From an optimization exercise on the open Yosys and OpenROAD flow, aimed at small area, a short achievable clock period and few clock cycles; shortcuts taken in it are not production practice. Only simulation tests tie the RTL to the original design; equivalence was not proved.

### design.v
`timescale 1ps / 1ps
module E1_qadd #(
		parameter Q = 15,
		parameter N = 64
	)
	(
		input clk,
		input rst,
		input [N-1:0] a,
		input a_en,
		input [N-1:0] b,
		input b_en,
		output [N-1:0] c,
		output c_valid
    );
reg [N-1:0] res;
reg [N-1:0] a_r;
reg [N-1:0] b_r;
wire input_en;
reg input_en_d1;
reg input_en_d2;
assign input_en = a_en & b_en;
assign c_valid = input_en_d2;
always @(posedge clk) begin
	if (rst) begin
		input_en_d1 <= 0;
		input_en_d2 <= 0;
	end else begin
		input_en_d1 <= input_en;
		input_en_d2 <= input_en_d1;
	end
end
assign c = res;
always @(posedge clk) begin
	if (rst) begin
		a_r <= 0;
	end else if (a_en) begin
		a_r <= a;
	end
end
always @(posedge clk) begin
	if (rst) begin
		b_r <= 0;
	end else if (b_en) begin
		b_r <= b;
	end
end
always @(posedge clk) begin
	if (rst) begin
		res <= 0;
	end else begin
		res <= a_r + b_r;
	end
end	
endmodule
`timescale 1ps / 1ps
module E1_qadd_g #(
    parameter Q = 15,
    parameter N = 64,
    parameter NUM = 4  
)
(
    input clk,
    input rst,
    input [N * NUM - 1 : 0] a,
    input a_en,
    input [N * NUM - 1 : 0] b,
    input b_en,
    output [N * NUM - 1 : 0] c,
    output c_valid
);
reg [NUM - 1 : 0] c_valid_g;
genvar i;
generate
    for (i = 0; i < NUM; i = i + 1) begin : qadd_inst
        E1_qadd #(
            .Q(Q),
            .N(N)
        )
        qadd (
            .clk(clk),
            .rst(rst),
            .a(a[N * (i + 1) - 1 : N * i]),
            .a_en(a_en),
            .b(b[N * (i + 1) - 1 : N * i]),
            .b_en(b_en),
            .c(c[N * (i + 1) - 1 : N * i]),
            .c_valid(c_valid_g[i])
        );
    end
endgenerate
assign c_valid = &c_valid_g;
endmodule
module E1_BRAM #(
    parameter BRAM_DATA_WIDTH = 64,
    parameter BRAM_DEPTH = 64,
    parameter BRAM_ADDR_WIDTH = $clog2(BRAM_DEPTH)
)
(
    input clk,
    input we_a,
    input en_a,
    input [BRAM_ADDR_WIDTH - 1 : 0] addr_a,
    input [BRAM_DATA_WIDTH - 1 : 0] din_a,
    input en_b,
    input [BRAM_ADDR_WIDTH - 1 : 0] addr_b,
    output reg [BRAM_DATA_WIDTH - 1 : 0] dout_b
);
    (* RAM_STYLE="BLOCK" *) reg [BRAM_DATA_WIDTH - 1 : 0] ram [BRAM_DEPTH - 1 : 0];
    always @(posedge clk) begin
        if (en_a)
            if (we_a)
                ram[addr_a] <= din_a;
        if (en_b)
            dout_b <= ram[addr_b];
    end
endmodule
`timescale 1ps/1ps
module E1_bram_wr_rd #(
    parameter BRAM_DATA_WIDTH = 64,
    parameter BRAM_DEPTH = 64,
    parameter BRAM_ADDR_WIDTH = $clog2(BRAM_DEPTH)
)
(
    input clk,
    input bram0_rd_en,
    input bram0_wr_en,
    input bram0_we,
    input [BRAM_ADDR_WIDTH - 1 : 0] bram0_rd_addr,
    input [BRAM_ADDR_WIDTH - 1 : 0] bram0_wr_addr,
    input [BRAM_DATA_WIDTH - 1 : 0] bram0_din,
    output [BRAM_DATA_WIDTH - 1 : 0] bram0_dout,
    input bram1_rd_en,
    input bram1_wr_en,
    input bram1_we,
    input [BRAM_ADDR_WIDTH - 1 : 0] bram1_rd_addr,
    input [BRAM_ADDR_WIDTH - 1 : 0] bram1_wr_addr,
    input [BRAM_DATA_WIDTH - 1 : 0] bram1_din,
    output [BRAM_DATA_WIDTH - 1 : 0] bram1_dout
);
    E1_BRAM #(
        .BRAM_ADDR_WIDTH(BRAM_ADDR_WIDTH),
        .BRAM_DATA_WIDTH(BRAM_DATA_WIDTH),
        .BRAM_DEPTH(BRAM_DEPTH)
    )
    E1_BRAM_inst0
    (
        .clk(clk),
        .we_a(bram0_we),
        .en_a(bram0_wr_en),
        .addr_a(bram0_wr_addr),
        .din_a(bram0_din),
        .en_b(bram0_rd_en),
        .addr_b(bram0_rd_addr),
        .dout_b(bram0_dout)
    );
    E1_BRAM #(
        .BRAM_ADDR_WIDTH(BRAM_ADDR_WIDTH),
        .BRAM_DATA_WIDTH(BRAM_DATA_WIDTH),
        .BRAM_DEPTH(BRAM_DEPTH)
    )
    E1_BRAM_inst1
    (
        .clk(clk),
        .we_a(bram1_we),
        .en_a(bram1_wr_en),
        .addr_a(bram1_wr_addr),
        .din_a(bram1_din),
        .en_b(bram1_rd_en),
        .addr_b(bram1_rd_addr),
        .dout_b(bram1_dout)
    );
endmodule
`timescale 1ps/1ps
module E1_bram_to_op #(
    parameter BRAM_DATA_WIDTH = 64 * 4,
    parameter BRAM_DEPTH = 64,
    parameter BRAM_ADDR_WIDTH = $clog2(BRAM_DEPTH),
    parameter QADD_WIDTH = 64,
    parameter QADD_Q = 15
)
(
    input clk,
    input rst,
    input init_calib_complete,
    input [3:0] op_cs,  
    input module_en,
    output module_done,
    input [BRAM_ADDR_WIDTH - 1 : 0] bram0_begin_addr,
    input [BRAM_ADDR_WIDTH - 1 : 0] bram1_begin_addr,
    input [BRAM_ADDR_WIDTH : 0] max,  
    input [BRAM_DATA_WIDTH - 1 : 0] bram0_dout,
    input [BRAM_DATA_WIDTH - 1 : 0] bram1_dout,
    output [BRAM_DATA_WIDTH - 1 : 0] bram0_din,
    output [BRAM_DATA_WIDTH - 1 : 0] bram1_din,
    output bram0_rd_en,
    output bram1_rd_en,
    output bram0_wr_en,
    output bram1_wr_en,
    output bram0_we,
    output bram1_we,
    output [BRAM_ADDR_WIDTH - 1 : 0] bram0_rd_addr,
    output [BRAM_ADDR_WIDTH - 1 : 0] bram1_rd_addr,
    output [BRAM_ADDR_WIDTH - 1 : 0] bram0_wr_addr,
    output [BRAM_ADDR_WIDTH - 1 : 0] bram1_wr_addr,
    output [BRAM_DATA_WIDTH - 1 : 0] qadd_a_g,
    output [BRAM_DATA_WIDTH - 1 : 0] qadd_b_g,
    output qadd_a_g_en,
    output qadd_b_g_en,
    input [BRAM_DATA_WIDTH - 1 : 0] qadd_c_g,
    input qadd_c_g_valid
);
localparam IDLE = 4'b0000;
localparam QADD = 4'b0001;
reg [3:0] state;
reg [3:0] nxt_state;
reg [BRAM_ADDR_WIDTH : 0] max_r;
reg [BRAM_ADDR_WIDTH - 1 : 0] bram0_rd_cmd_cnt;
reg [BRAM_ADDR_WIDTH - 1 : 0] bram1_rd_cmd_cnt;
reg [BRAM_ADDR_WIDTH - 1 : 0] bram0_rd_data_cnt;
reg [BRAM_ADDR_WIDTH - 1 : 0] bram1_rd_data_cnt;
reg [BRAM_ADDR_WIDTH - 1 : 0] bram0_wr_cmd_cnt;
reg [BRAM_ADDR_WIDTH - 1 : 0] bram1_wr_cmd_cnt;
wire [BRAM_ADDR_WIDTH - 1 : 0] bram0_wr_data_cnt;
wire [BRAM_ADDR_WIDTH - 1 : 0] bram1_wr_data_cnt;
reg bram0_rd_en_r;
reg bram1_rd_en_r;
reg bram0_wr_en_r;
reg bram1_wr_en_r;
reg [BRAM_ADDR_WIDTH - 1 : 0] bram0_rd_addr_r;
reg [BRAM_ADDR_WIDTH - 1 : 0] bram1_rd_addr_r;
reg [BRAM_ADDR_WIDTH - 1 : 0] bram0_wr_addr_r;
reg [BRAM_ADDR_WIDTH - 1 : 0] bram1_wr_addr_r;
reg bram0_we_r;
reg bram1_we_r;
reg [BRAM_DATA_WIDTH - 1 : 0] bram0_din_r;
reg [BRAM_DATA_WIDTH - 1 : 0] bram1_din_r;
reg [BRAM_DATA_WIDTH - 1 : 0] qadd_c_g_d1;
reg bram0_rd_en_d1;
reg bram1_rd_en_d1;
reg module_done_r;
assign qadd_a_g = (state == QADD) ? bram0_dout : 0;
assign qadd_b_g = (state == QADD) ? bram1_dout: 0;
assign qadd_a_g_en = (state == QADD) ? bram0_rd_en_d1 : 0;
assign qadd_b_g_en = (state == QADD) ? bram1_rd_en_d1 : 0;
always @(posedge clk) begin
    bram0_rd_en_d1 <= bram0_rd_en;
    bram1_rd_en_d1 <= bram1_rd_en;
end
always @(posedge clk) begin
    if (rst | ~init_calib_complete) begin
        max_r <= 0;
    end else if (module_en) begin
        max_r <= max;
    end
end
assign bram0_din = bram0_din_r;
assign bram1_din = bram1_din_r;
always @(posedge clk) begin
    if (rst | ~init_calib_complete) begin
        bram0_din_r <= 0;
    end else if (state == QADD & qadd_c_g_valid & bram0_wr_en) begin
        bram0_din_r <= qadd_c_g;
    end
end
always @(posedge clk) begin
    if (rst | ~init_calib_complete) begin
        bram1_din_r <= 0;
    end else if (state == QADD & qadd_c_g_valid & bram1_wr_en) begin
        bram1_din_r <= qadd_c_g;
    end
end
assign bram0_we = bram0_we_r;
assign bram1_we = bram1_we_r;
always @(posedge clk) begin
    if (rst | ~init_calib_complete) begin
        bram0_we_r <= 0;
    end else if (state == QADD & qadd_c_g_valid & bram0_wr_en) begin
        bram0_we_r <= 1;
    end else if (state == QADD & (bram0_wr_cmd_cnt == max_r - 1) & bram0_wr_en & bram0_we) begin
        bram0_we_r <= 0;
    end
end
always @(posedge clk) begin
    if (rst | ~init_calib_complete) begin
        bram1_we_r <= 0;
    end else if (state == QADD & qadd_c_g_valid & bram1_wr_en) begin
        bram1_we_r <= 1;
    end else if (state == QADD & (bram1_wr_cmd_cnt == max_r - 1) & bram1_wr_en & bram1_we) begin
        bram1_we_r <= 0;
    end
end
assign bram0_rd_addr = bram0_rd_addr_r;
assign bram1_rd_addr = bram1_rd_addr_r;
assign bram0_wr_addr = bram0_wr_addr_r;
assign bram1_wr_addr = bram1_wr_addr_r;
always @(posedge clk) begin
    if (rst | ~init_calib_complete) begin
        bram0_rd_addr_r <= 0;
    end else if (state == IDLE & module_en) begin
        bram0_rd_addr_r <= bram0_begin_addr;
    end else if (state == QADD & (bram0_rd_cmd_cnt < max_r - 1) & bram0_rd_en) begin
        bram0_rd_addr_r <= bram0_rd_addr_r + 1;
    end else if ((state != IDLE) & (state != nxt_state)) begin
        bram0_rd_addr_r <= 0;
    end
end
always @(posedge clk) begin
    if (rst | ~init_calib_complete) begin
        bram0_wr_addr_r <= 0;
    end else if (state == IDLE & module_en) begin
        bram0_wr_addr_r <= bram0_begin_addr;
    end else if (state == QADD & (bram0_wr_cmd_cnt < max_r - 1) & bram0_wr_en & bram0_we) begin
        bram0_wr_addr_r <= bram0_wr_addr_r + 1;
    end else if ((state != IDLE) & (state != nxt_state)) begin
        bram0_wr_addr_r <= 0;
    end
end
always @(posedge clk) begin
    if (rst | ~init_calib_complete) begin
        bram1_rd_addr_r <= 0;
    end else if (state == IDLE & module_en) begin
        bram1_rd_addr_r <= bram1_begin_addr;
    end else if (state == QADD & (bram1_rd_cmd_cnt < max_r - 1) & bram1_rd_en) begin
        bram1_rd_addr_r <= bram1_rd_addr_r + 1;
    end else if ((state != IDLE) & (state != nxt_state)) begin
        bram1_rd_addr_r <= 0;
    end
end
always @(posedge clk) begin
    if (rst | ~init_calib_complete) begin
        bram1_wr_addr_r <= 0;
    end else if (state == IDLE & module_en) begin
        bram1_wr_addr_r <= bram1_begin_addr;
    end else if (state == QADD & (bram1_wr_cmd_cnt < max_r - 1) & bram1_wr_en & bram1_we) begin
        bram1_wr_addr_r <= bram1_wr_addr_r + 1;
    end else if ((state != IDLE) & (state != nxt_state)) begin
        bram1_wr_addr_r <= 0;
    end
end
assign bram0_rd_en = bram0_rd_en_r;
assign bram1_rd_en = bram1_rd_en_r;
assign bram0_wr_en = bram0_wr_en_r;
assign bram1_wr_en = bram1_wr_en_r;
always @(posedge clk) begin
    if (rst | ~init_calib_complete) begin
        bram0_rd_en_r <= 0;
    end else if (state == IDLE & (nxt_state != state)) begin
        bram0_rd_en_r <= 1;
    end else if (state == QADD & (bram0_rd_cmd_cnt == max_r - 1)) begin
        bram0_rd_en_r <= 0;
    end
end
always @(posedge clk) begin
    if (rst | ~init_calib_complete) begin
        bram1_rd_en_r <= 0;
    end else if (state == IDLE & module_en) begin
        bram1_rd_en_r <= 1;
    end else if (state == QADD & (bram1_rd_cmd_cnt == max_r - 1)) begin
        bram1_rd_en_r <= 0;
    end
end
always @(posedge clk) begin
    if (rst | ~init_calib_complete) begin
        bram0_wr_en_r <= 0;
    end else if (state == IDLE & module_en) begin
        bram0_wr_en_r <= 1;
    end else if ((state != IDLE) & (state != nxt_state)) begin
        bram0_wr_en_r <= 0;
    end
end
always @(posedge clk) begin
    if (rst | ~init_calib_complete) begin
        bram1_wr_en_r <= 0;
    end else if (state == IDLE & module_en) begin
        bram1_wr_en_r <= 0;  
    end else if ((state != IDLE) & (state != nxt_state)) begin
        bram1_wr_en_r <= 0;
    end
end
always @(posedge clk) begin
    if (rst | ~init_calib_complete) begin
        bram0_rd_cmd_cnt <= 0;
    end else if (state == QADD & (bram0_rd_cmd_cnt < max_r - 1) & bram0_rd_en) begin
        bram0_rd_cmd_cnt <= bram0_rd_cmd_cnt + 1;
    end else if ((state != IDLE) & (nxt_state != state)) begin
        bram0_rd_cmd_cnt <= 0;
    end
end
always @(posedge clk) begin
    if (rst | ~init_calib_complete) begin
        bram1_rd_cmd_cnt <= 0;
    end else if (state == QADD & (bram1_rd_cmd_cnt < max_r - 1) & bram1_rd_en) begin
        bram1_rd_cmd_cnt <= bram1_rd_cmd_cnt + 1;
    end else if ((state != IDLE) & (nxt_state != state)) begin
        bram1_rd_cmd_cnt <= 0;
    end
end
always @(posedge clk) begin
    if (rst | ~init_calib_complete) begin
        bram0_rd_data_cnt <= 0;
    end else if (state == QADD & (state != nxt_state))begin
        bram0_rd_data_cnt <= 0;
    end else begin
        bram0_rd_data_cnt <= bram0_rd_cmd_cnt;
    end
end
always @(posedge clk) begin
    if (rst | ~init_calib_complete) begin
        bram1_rd_data_cnt <= 0;
    end else if (state == QADD & (state != nxt_state))begin
        bram1_rd_data_cnt <= 0;
    end else begin
        bram1_rd_data_cnt <= bram1_rd_cmd_cnt;
    end
end
always @(posedge clk) begin
    if (rst | ~init_calib_complete) begin
        bram0_wr_cmd_cnt <= 0;
    end else if (state == QADD & (bram0_wr_cmd_cnt < max_r - 1) & bram0_wr_en & bram0_we) begin
        bram0_wr_cmd_cnt <= bram0_wr_cmd_cnt + 1;
    end else if ((state != IDLE) & (nxt_state != state)) begin
        bram0_wr_cmd_cnt <= 0;
    end
end
always @(posedge clk) begin
    if (rst | ~init_calib_complete) begin
        bram1_wr_cmd_cnt <= 0;
    end else if (state == QADD & (bram1_wr_cmd_cnt < max_r - 1) & bram1_wr_en & bram1_we) begin
        bram1_wr_cmd_cnt <= bram1_wr_cmd_cnt + 1;
    end else if ((state != IDLE) & (nxt_state != state)) begin
        bram1_wr_cmd_cnt <= 0;
    end
end
assign bram0_wr_data_cnt = bram0_wr_cmd_cnt;
assign bram1_wr_data_cnt = bram1_wr_cmd_cnt;
always @(posedge clk) begin
    if (rst | ~init_calib_complete) begin
        nxt_state <= IDLE;
    end else if (module_en & (state == IDLE) & (op_cs == 4'b0001)) begin
        nxt_state <= QADD;
    end else if (state == QADD & (bram0_wr_data_cnt == max_r - 1) & bram0_wr_en) begin
        nxt_state <= IDLE;
    end
end
always @(posedge clk) begin
    if (rst | ~init_calib_complete) begin
        state <= IDLE;
    end else begin
        state <= nxt_state;
    end
end
assign module_done = module_done_r;
always @(posedge clk) begin
    if (rst | ~init_calib_complete) begin
        module_done_r <= 0;
    end else if (state == QADD & (nxt_state != state)) begin
        module_done_r <= 1;
    end else begin
        module_done_r <= 0;
    end
end
endmodule
`timescale 1ps/1ps
module fm_add_top #(
    parameter QADD_WIDTH = 64,
    parameter QADD_Q = 15,
    parameter BRAM_DDR_RATIO = 4,
    parameter FM_COL = 8,
    parameter FM_ROW = 4,
    parameter BRAM_DATA_WIDTH = QADD_WIDTH * BRAM_DDR_RATIO,
    parameter BRAM_DEPTH = FM_COL * FM_ROW / BRAM_DDR_RATIO,
    parameter BRAM_ADDR_WIDTH = $clog2(BRAM_DEPTH)
)
(
    input clk,
    input rst,
    input ld_en,
    input ld_sel,  
    input [BRAM_ADDR_WIDTH - 1 : 0] ld_addr,
    input [BRAM_DATA_WIDTH - 1 : 0] ld_data,
    input rd_en,
    input [BRAM_ADDR_WIDTH - 1 : 0] rd_addr,
    output [BRAM_DATA_WIDTH - 1 : 0] rd_data,
    input start,
    input [BRAM_ADDR_WIDTH - 1 : 0] bram0_begin_addr,
    input [BRAM_ADDR_WIDTH - 1 : 0] bram1_begin_addr,
    input [BRAM_ADDR_WIDTH : 0] max,
    output done
);
wire bram0_rd_en_b2o;
wire bram1_rd_en_b2o;
wire bram0_wr_en_b2o;
wire bram1_wr_en_b2o;
wire bram0_we_b2o;
wire bram1_we_b2o;
wire [BRAM_ADDR_WIDTH - 1 : 0] bram0_rd_addr_b2o;
wire [BRAM_ADDR_WIDTH - 1 : 0] bram1_rd_addr_b2o;
wire [BRAM_ADDR_WIDTH - 1 : 0] bram0_wr_addr_b2o;
wire [BRAM_ADDR_WIDTH - 1 : 0] bram1_wr_addr_b2o;
wire [BRAM_DATA_WIDTH - 1 : 0] bram0_din_b2o;
wire [BRAM_DATA_WIDTH - 1 : 0] bram1_din_b2o;
wire [BRAM_DATA_WIDTH - 1 : 0] bram0_dout_b2o;
wire [BRAM_DATA_WIDTH - 1 : 0] bram1_dout_b2o;
wire module_done_b2o;
wire [BRAM_DATA_WIDTH - 1 : 0] qadd_a_g_b2o;
wire [BRAM_DATA_WIDTH - 1 : 0] qadd_b_g_b2o;
wire qadd_a_g_en_b2o;
wire qadd_b_g_en_b2o;
wire [BRAM_DATA_WIDTH - 1 : 0] qadd_c_g_b2o;
wire qadd_c_valid_g_b2o;
wire bram0_rd_en;
wire bram0_wr_en;
wire bram1_rd_en;
wire bram1_wr_en;
wire bram0_we;
wire bram1_we;
wire [BRAM_ADDR_WIDTH - 1 : 0] bram0_rd_addr;
wire [BRAM_ADDR_WIDTH - 1 : 0] bram0_wr_addr;
wire [BRAM_ADDR_WIDTH - 1 : 0] bram1_rd_addr;
wire [BRAM_ADDR_WIDTH - 1 : 0] bram1_wr_addr;
wire [BRAM_DATA_WIDTH - 1 : 0] bram0_din;
wire [BRAM_DATA_WIDTH - 1 : 0] bram1_din;
wire [BRAM_DATA_WIDTH - 1 : 0] bram0_dout;
wire [BRAM_DATA_WIDTH - 1 : 0] bram1_dout;
reg module_cs_b2o;
always @(posedge clk) begin
    if (rst) begin
        module_cs_b2o <= 1'b0;
    end else if (start) begin
        module_cs_b2o <= 1'b1;
    end else if (module_done_b2o) begin
        module_cs_b2o <= 1'b0;
    end
end
assign done = module_done_b2o;
assign rd_data = bram0_dout;
assign bram0_rd_en = (module_cs_b2o) ? bram0_rd_en_b2o : rd_en;
assign bram0_wr_en = (module_cs_b2o) ? bram0_wr_en_b2o : (ld_en & ~ld_sel);
assign bram1_rd_en = (module_cs_b2o) ? bram1_rd_en_b2o : 1'b0;
assign bram1_wr_en = (module_cs_b2o) ? bram1_wr_en_b2o : (ld_en & ld_sel);
assign bram0_we = (module_cs_b2o) ? bram0_we_b2o : 1'b1;
assign bram1_we = (module_cs_b2o) ? bram1_we_b2o : 1'b1;
assign bram0_rd_addr = (module_cs_b2o) ? bram0_rd_addr_b2o : rd_addr;
assign bram0_wr_addr = (module_cs_b2o) ? bram0_wr_addr_b2o : ld_addr;
assign bram1_rd_addr = (module_cs_b2o) ? bram1_rd_addr_b2o : 0;
assign bram1_wr_addr = (module_cs_b2o) ? bram1_wr_addr_b2o : ld_addr;
assign bram0_din = (module_cs_b2o) ? bram0_din_b2o : ld_data;
assign bram1_din = (module_cs_b2o) ? bram1_din_b2o : ld_data;
assign bram0_dout_b2o = (module_cs_b2o) ? bram0_dout : 0;
assign bram1_dout_b2o = (module_cs_b2o) ? bram1_dout : 0;
E1_bram_wr_rd #(
    .BRAM_DATA_WIDTH(BRAM_DATA_WIDTH),
    .BRAM_DEPTH(BRAM_DEPTH),
    .BRAM_ADDR_WIDTH(BRAM_ADDR_WIDTH)
)
E1_bram_wr_rd_inst
(
    .clk(clk),
    .bram0_rd_en(bram0_rd_en),
    .bram0_wr_en(bram0_wr_en),
    .bram0_we(bram0_we),
    .bram0_rd_addr(bram0_rd_addr),
    .bram0_wr_addr(bram0_wr_addr),
    .bram0_din(bram0_din),
    .bram0_dout(bram0_dout),
    .bram1_rd_en(bram1_rd_en),
    .bram1_wr_en(bram1_wr_en),
    .bram1_we(bram1_we),
    .bram1_rd_addr(bram1_rd_addr),
    .bram1_wr_addr(bram1_wr_addr),
    .bram1_din(bram1_din),
    .bram1_dout(bram1_dout)
);
E1_bram_to_op #(
    .BRAM_DATA_WIDTH(BRAM_DATA_WIDTH),
    .BRAM_DEPTH(BRAM_DEPTH),
    .BRAM_ADDR_WIDTH(BRAM_ADDR_WIDTH),
    .QADD_WIDTH(QADD_WIDTH),
    .QADD_Q(QADD_Q)
)
E1_bram_to_op_inst
(
    .clk(clk),
    .rst(rst),
    .init_calib_complete(1'b1),
    .op_cs(4'b0001),
    .module_en(start),
    .module_done(module_done_b2o),
    .bram0_begin_addr(bram0_begin_addr),
    .bram1_begin_addr(bram1_begin_addr),
    .max(max),
    .bram0_dout(bram0_dout_b2o),
    .bram1_dout(bram1_dout_b2o),
    .bram0_din(bram0_din_b2o),
    .bram1_din(bram1_din_b2o),
    .bram0_rd_en(bram0_rd_en_b2o),
    .bram1_rd_en(bram1_rd_en_b2o),
    .bram0_wr_en(bram0_wr_en_b2o),
    .bram1_wr_en(bram1_wr_en_b2o),
    .bram0_we(bram0_we_b2o),
    .bram1_we(bram1_we_b2o),
    .bram0_rd_addr(bram0_rd_addr_b2o),
    .bram1_rd_addr(bram1_rd_addr_b2o),
    .bram0_wr_addr(bram0_wr_addr_b2o),
    .bram1_wr_addr(bram1_wr_addr_b2o),
    .qadd_a_g(qadd_a_g_b2o),
    .qadd_b_g(qadd_b_g_b2o),
    .qadd_a_g_en(qadd_a_g_en_b2o),
    .qadd_b_g_en(qadd_b_g_en_b2o),
    .qadd_c_g(qadd_c_g_b2o),
    .qadd_c_g_valid(qadd_c_valid_g_b2o)
);
E1_qadd_g #(
    .Q(QADD_Q),
    .N(QADD_WIDTH),
    .NUM(BRAM_DDR_RATIO)
)
E1_qadd_g_inst
(
    .clk(clk),
    .rst(rst),
    .a(qadd_a_g_b2o),
    .a_en(qadd_a_g_en_b2o),
    .b(qadd_b_g_b2o),
    .b_en(qadd_b_g_en_b2o),
    .c(qadd_c_g_b2o),
    .c_valid(qadd_c_valid_g_b2o)
);
endmodule
### run.sh
#!/bin/bash
# synth_recipe.tcl (not shown) runs the flow's synth.tcl, then flattens the netlist and writes it again
# the make line also repeats each setting of config.mk as NAME=value (left out here)
make -C /OpenROAD-flow-scripts/flow DESIGN_CONFIG=/design/flow/config.mk WORK_HOME=/design/flow/orfs CLKGATE_MAP_FILE= SYNTH_SCRIPT=/design/flow/synth_recipe.tcl finish
### config.mk
export PLATFORM = sky130hd
export DESIGN_NAME = fm_add_top
export DESIGN_NICKNAME = fm_add_top
export VERILOG_FILES = /design/flow/design.v
export SDC_FILE = /design/flow/constraint.sdc
export NUM_CORES = 4
export LEC_CHECK = 0
export CAP_MARGIN = 20
export CORE_MARGIN = 2
export CORE_UTILIZATION = 45
export PLACE_DENSITY = 0.6
export SLEW_MARGIN = 20
### constraint.sdc
create_clock -name core_clock -period 5.0 [get_ports {clk}]
set_input_delay 1.0000 -clock core_clock [delete_from_list [all_inputs] [get_ports {clk}]]
set_output_delay 1.0000 -clock core_clock [all_outputs]
set_load 0.01 [all_outputs]
==> flow_metrics.env <==
export IMPL_outcome="no timing/DRC/antenna violations"
export IMPL_drc=0
export IMPL_fin_skew_ns=0.0654
export IMPL_ys_ff_latch=5666
export IMPL_finalSetupViolations=0
export IMPL_path_max_fanout=5
export IMPL_hold_start="rst"
export IMPL_grt_overflow=0
export IMPL_reg2reg_depth=12
export IMPL_cts_num_sinks=5666
export IMPL_gp_congestion=0.890
export IMPL_ys_warn_count=4
export IMPL_synth_area_leaders="edfxtp_1, dfxtp_1, mux4_2"
export IMPL_seq_area_frac_synth=0.727
export IMPL_end_kind="flip-flop"
export IMPL_hold_buffers=0
export IMPL_p_sw_frac=0.223
export IMPL_yosysMostFrequentCell="edfxtp_1"
export IMPL_r2r_start="E1_qadd_g_inst.qadd_inst[0].qadd.a_r[2]$_SDFFE_PP0P_"
export IMPL_power_frac_seq=0.516
export IMPL_num_io_pins=535
export IMPL_cp_required_ns=5.99
export IMPL_rows=256
export IMPL_synth_xor_area_frac=0.00937
export IMPL_syn_area_mm2=0.220
export IMPL_cts_resized=0
export IMPL_synth_simple_gate_area_frac=0.0409
export IMPL_async_reset_ff_frac=0
export IMPL_cts_path_max_buffers=4
export IMPL_synth_top_family_by_area="multiplexers"
export IMPL_stdcell_count=20387
export IMPL_cts_buffers=589
export IMPL_cts_tree="built"
export IMPL_drt_iter0_markers=11848
export IMPL_syn_area_per_cell_um2=17.2
export IMPL_post_dp_hpwl_um=356000
export IMPL_vias_per_cell=5.92
export IMPL_clk_pin_slew_ns=0.06
export IMPL_slew_headroom=0.268
export IMPL_core_area_mm2=0.486
export IMPL_synth_compound_area_frac=0.0564
export IMPL_start_util=0.452
export IMPL_die_w_um=703
export IMPL_multi_input_area_mm2=0.0572
export IMPL_antenna_found_initial=115
export IMPL_comb_power_share=0.055
export IMPL_worstSetupStartpointType="flip-flop"
export IMPL_clock_latency_ns=1.12
export IMPL_nets=13962
export IMPL_synthFlopType="edfxtp_1"
export IMPL_routed_wl_um=603000
export IMPL_via_count=120633
export IMPL_endpoint="E1_qadd_g_inst.qadd_inst[0].qadd.res[63]$_SDFF_PP0_"
export IMPL_die_area_mm2=0.494
export IMPL_worstHoldPathType="in -> reg"
export IMPL_finalCritPeriodShare=0.865
export IMPL_setup_worst_path_start="E1_qadd_g_inst.qadd_inst[0].qadd.a_r[2]$_SDFFE_PP0P_"
export IMPL_clock_fmax_mhz=231
export IMPL_synth_edf_count=4608
export IMPL_finalMaxSlewViolations=0
export IMPL_p_total_w=0.102
export IMPL_worst_pin_slew_ns=1.10
export IMPL_first_global_vias=122750
export IMPL_ant_nets=0
export IMPL_io_buffers=534
export IMPL_power_share_clock=0.429
export IMPL_min_period_ns=4.33
export IMPL_cts_htree_levels=6
export IMPL_syn2layout_area_growth_pct=15.5
export IMPL_ys_top_cells_by_count="edfxtp_1, nand2_1, dfxtp_1"
export IMPL_pre_cts_slack_ns=0.804
export IMPL_seqCellArea_mm2=0.160
export IMPL_power_leakage_nw=83.9
export IMPL_grt_pass1_wl_um=866000
export IMPL_path_class="reg -> reg"
export IMPL_yosys_area_top_type="edfxtp_1"
export IMPL_reg2reg_setup_slack_ns=0.67
export IMPL_p_int_w=0.0792
export IMPL_worst_hold_slack_ns=0.356
export IMPL_synth_fp_nets=13329
export IMPL_die_h_um=703
export IMPL_ir_drop_uv=407
export IMPL_wl_per_cell_um=29.6
export IMPL_drtPass1Iterations=6
export IMPL_cts_root_buf="clkbuf_16"
export IMPL_cts_setup_buffers=0
export IMPL_synth_fa_ha_area_frac=0.0156
export IMPL_track_usage=0.241
export IMPL_dp_cells=19271
export IMPL_netlist_area_leader_share=0.630
export IMPL_fillers=38551
export IMPL_rsz0062_at_grt="false"
export IMPL_switchingPower_w=0.0227
export IMPL_grt_start_max_net_pins=154
export IMPL_synthCells=12779
export IMPL_synth_cell_types=96
export IMPL_synthMuxAreaShare=0.137
export IMPL_cap_viol_max_count=0
export IMPL_timing_rr_end="E1_qadd_g_inst.qadd_inst[0].qadd.res[63]$_SDFF_PP0_"
export IMPL_hold_viol=0
export IMPL_layout_drive_gt1_share=0.198
export IMPL_power_density_mw_per_mm2=402
export IMPL_worst_slack_ns=0.673
export IMPL_arrival_ns=5.32
[state kept, by name (all words and copies together), names as in the netlist, 3 cells and up]
signal	flops
E1_qadd_g_inst.qadd_inst.qadd.b_r	256
E1_bram_to_op_inst.bram0_rd_addr_r	3
E1_bram_to_op_inst.bram0_rd_cmd_cnt	3
E1_bram_wr_rd_inst.E1_BRAM_inst1.dout_b	256
E1_bram_to_op_inst.max_r	4
E1_bram_to_op_inst.bram0_wr_addr_r	3
E1_bram_wr_rd_inst.E1_BRAM_inst0.ram	2048
E1_qadd_g_inst.qadd_inst.qadd.a_r	256
E1_bram_to_op_inst.bram1_rd_addr_r	3
E1_bram_wr_rd_inst.E1_BRAM_inst1.ram	2048
E1_qadd_g_inst.qadd_inst.qadd.res	256
E1_bram_to_op_inst.bram0_wr_cmd_cnt	3
E1_bram_wr_rd_inst.E1_BRAM_inst0.dout_b	256
E1_bram_to_op_inst.bram0_din_r	256
E1_bram_to_op_inst.bram1_rd_cmd_cnt	3
[worst min path at each step]
| stage | end | slack, ns | cells after the start |
|---|---|---|---|
| 6_report | E1_qadd_g_inst.qadd_inst[1].qadd.res[39]$_SDFF_PP0_ | 0.36 | 2 |
| 5_1_grt | E1_qadd_g_inst.qadd_inst[1].qadd.res[39]$_SDFF_PP0_ | 0.29 | 2 |
| 4_1_cts | E1_qadd_g_inst.qadd_inst[1].qadd.res[39]$_SDFF_PP0_ | 0.26 | 2 |
| 3_5_place_dp | E1_bram_to_op_inst.bram1_rd_en_d1$_DFF_P_ | 0.39 | 0 |
| 3_3_place_gp | E1_bram_to_op_inst.bram1_rd_en_d1$_DFF_P_ | 0.39 | 0 |
| 2_1_floorplan | E1_bram_to_op_inst.bram0_rd_en_d1$_DFF_P_ | 0.36 | 0 |
[metrics by stage]
| step | utilization | area [µm²] | setup TNS (ns) |
|---|---|---|---|
| after global routing | 0.522 | 254000 | 0 |
| after global placement | 0.482 | 234000 | 0 |
| after CTS | 0.522 | 254000 | 0 |
| after detailed placement | 0.482 | 234000 | 0 |
| final | 0.522 | 254000 | 0 |
| after floorplan | - | 220000 | -4449.38 |
[worst max-delay path: stages (launching register included)]
cell and delay, ns:
dfxtp_1 0.32, ha_1 0.38, o211ai_1 0.13, o21ai_2 0.27, o2111ai_2 0.24, a21oi_4 0.26
nand3_1 0.17, a31oi_1 0.55, a2111oi_1 0.32, o41ai_2 0.71, a31oi_1 0.22, or4_1 0.54
o21ai_0 0.10
[layer usage]
layer	track usage	up-vias	share of wire	wire length, µm
li1	-	51499	-	-
met1	0.340	63591	0.43	258000
met2	0.391	4518	0.48	288000
met3	0.0359	983	0.066	39800
met4	0.0666	42	0.028	16700
met5	0	-	0.00047	286
[power groups by stage]
stage | Clock, W | Combinational, W | Sequential (W)
after floorplan | 0 | 0.00312 | 0.0533
after global routing | 0.0463 | 0.00595 | 0.0526
after detailed placement | 0 | 0.00564 | 0.0536
after CTS | 0.0445 | 0.00567 | 0.0526
final | 0.0437 | 0.00558 | 0.0526
after global placement | 0 | 0.00550 | 0.0536
[cells in the final DEF (no fill, tap or decap), drive strengths merged, types with 103 or more instances in the layout]
cell	instances
buf	241
clkbuf	820
nor2	413
nand2	1079
a21oi	827
mux4	914
clkinv	199
dfxtp	1058
mux2	661
a22o	256
a21o	180
mux2i	202
ha	268
clkdlybuf4s50	533
edfxtp	4608
o21ai	280
inv	103
nand3	314
xnor2	141
[area by class of cell]
type	instances	share of cell area
diodes	27	0.000266
clock inverters	269	0.0115
inverters	71	0.00105
clock buffers	820	0.0652
well taps	6450	0.0318
multi-input cells	6310	0.225
flip-flops and latches	5666	0.629
repair buffers	774	0.0356
[cell families (layout without fill, tap and decap cells)]
logic type	count (synthesis)	count (layout)
xor+xnor	235	235
buf+inv	803	1934
mux	1777	1777
simple gates	2092	2092
other cells	0	27
fa+ha+maj	272	272
compound gates	1934	1934
flops	5666	5666
Testbench counts, summed over its fixed seeds: cycles 26,651.

==> re-timing with driven ports <==
The results above use ideal ports. As a check the final layout listed here was re-extracted and re-timed, cells and wires unchanged.
Step 1, drivers: a clkbuf_16 drives clk and a buf_2 each remaining input, both assumed.
Step 2 adds t to the input delays and takes it off the output delays; t is the mean of the earliest and latest rising clock arrival at the registers after step 1. Input paths then give back, and output paths get back, about the clock's delay inside the block.
a / b / c = ideal ports / drivers / drivers and shift; a / b = the first two.
t (ns): 1.210
setup WS [ns]: 0.673 / 0.673 / 0.673
cell pins on the clock port's net: 1
After both steps this run still meets setup and hold. For this run, drivers alone change the setup slack by 0.000 ns; drivers and shift together by 0.000 ns.
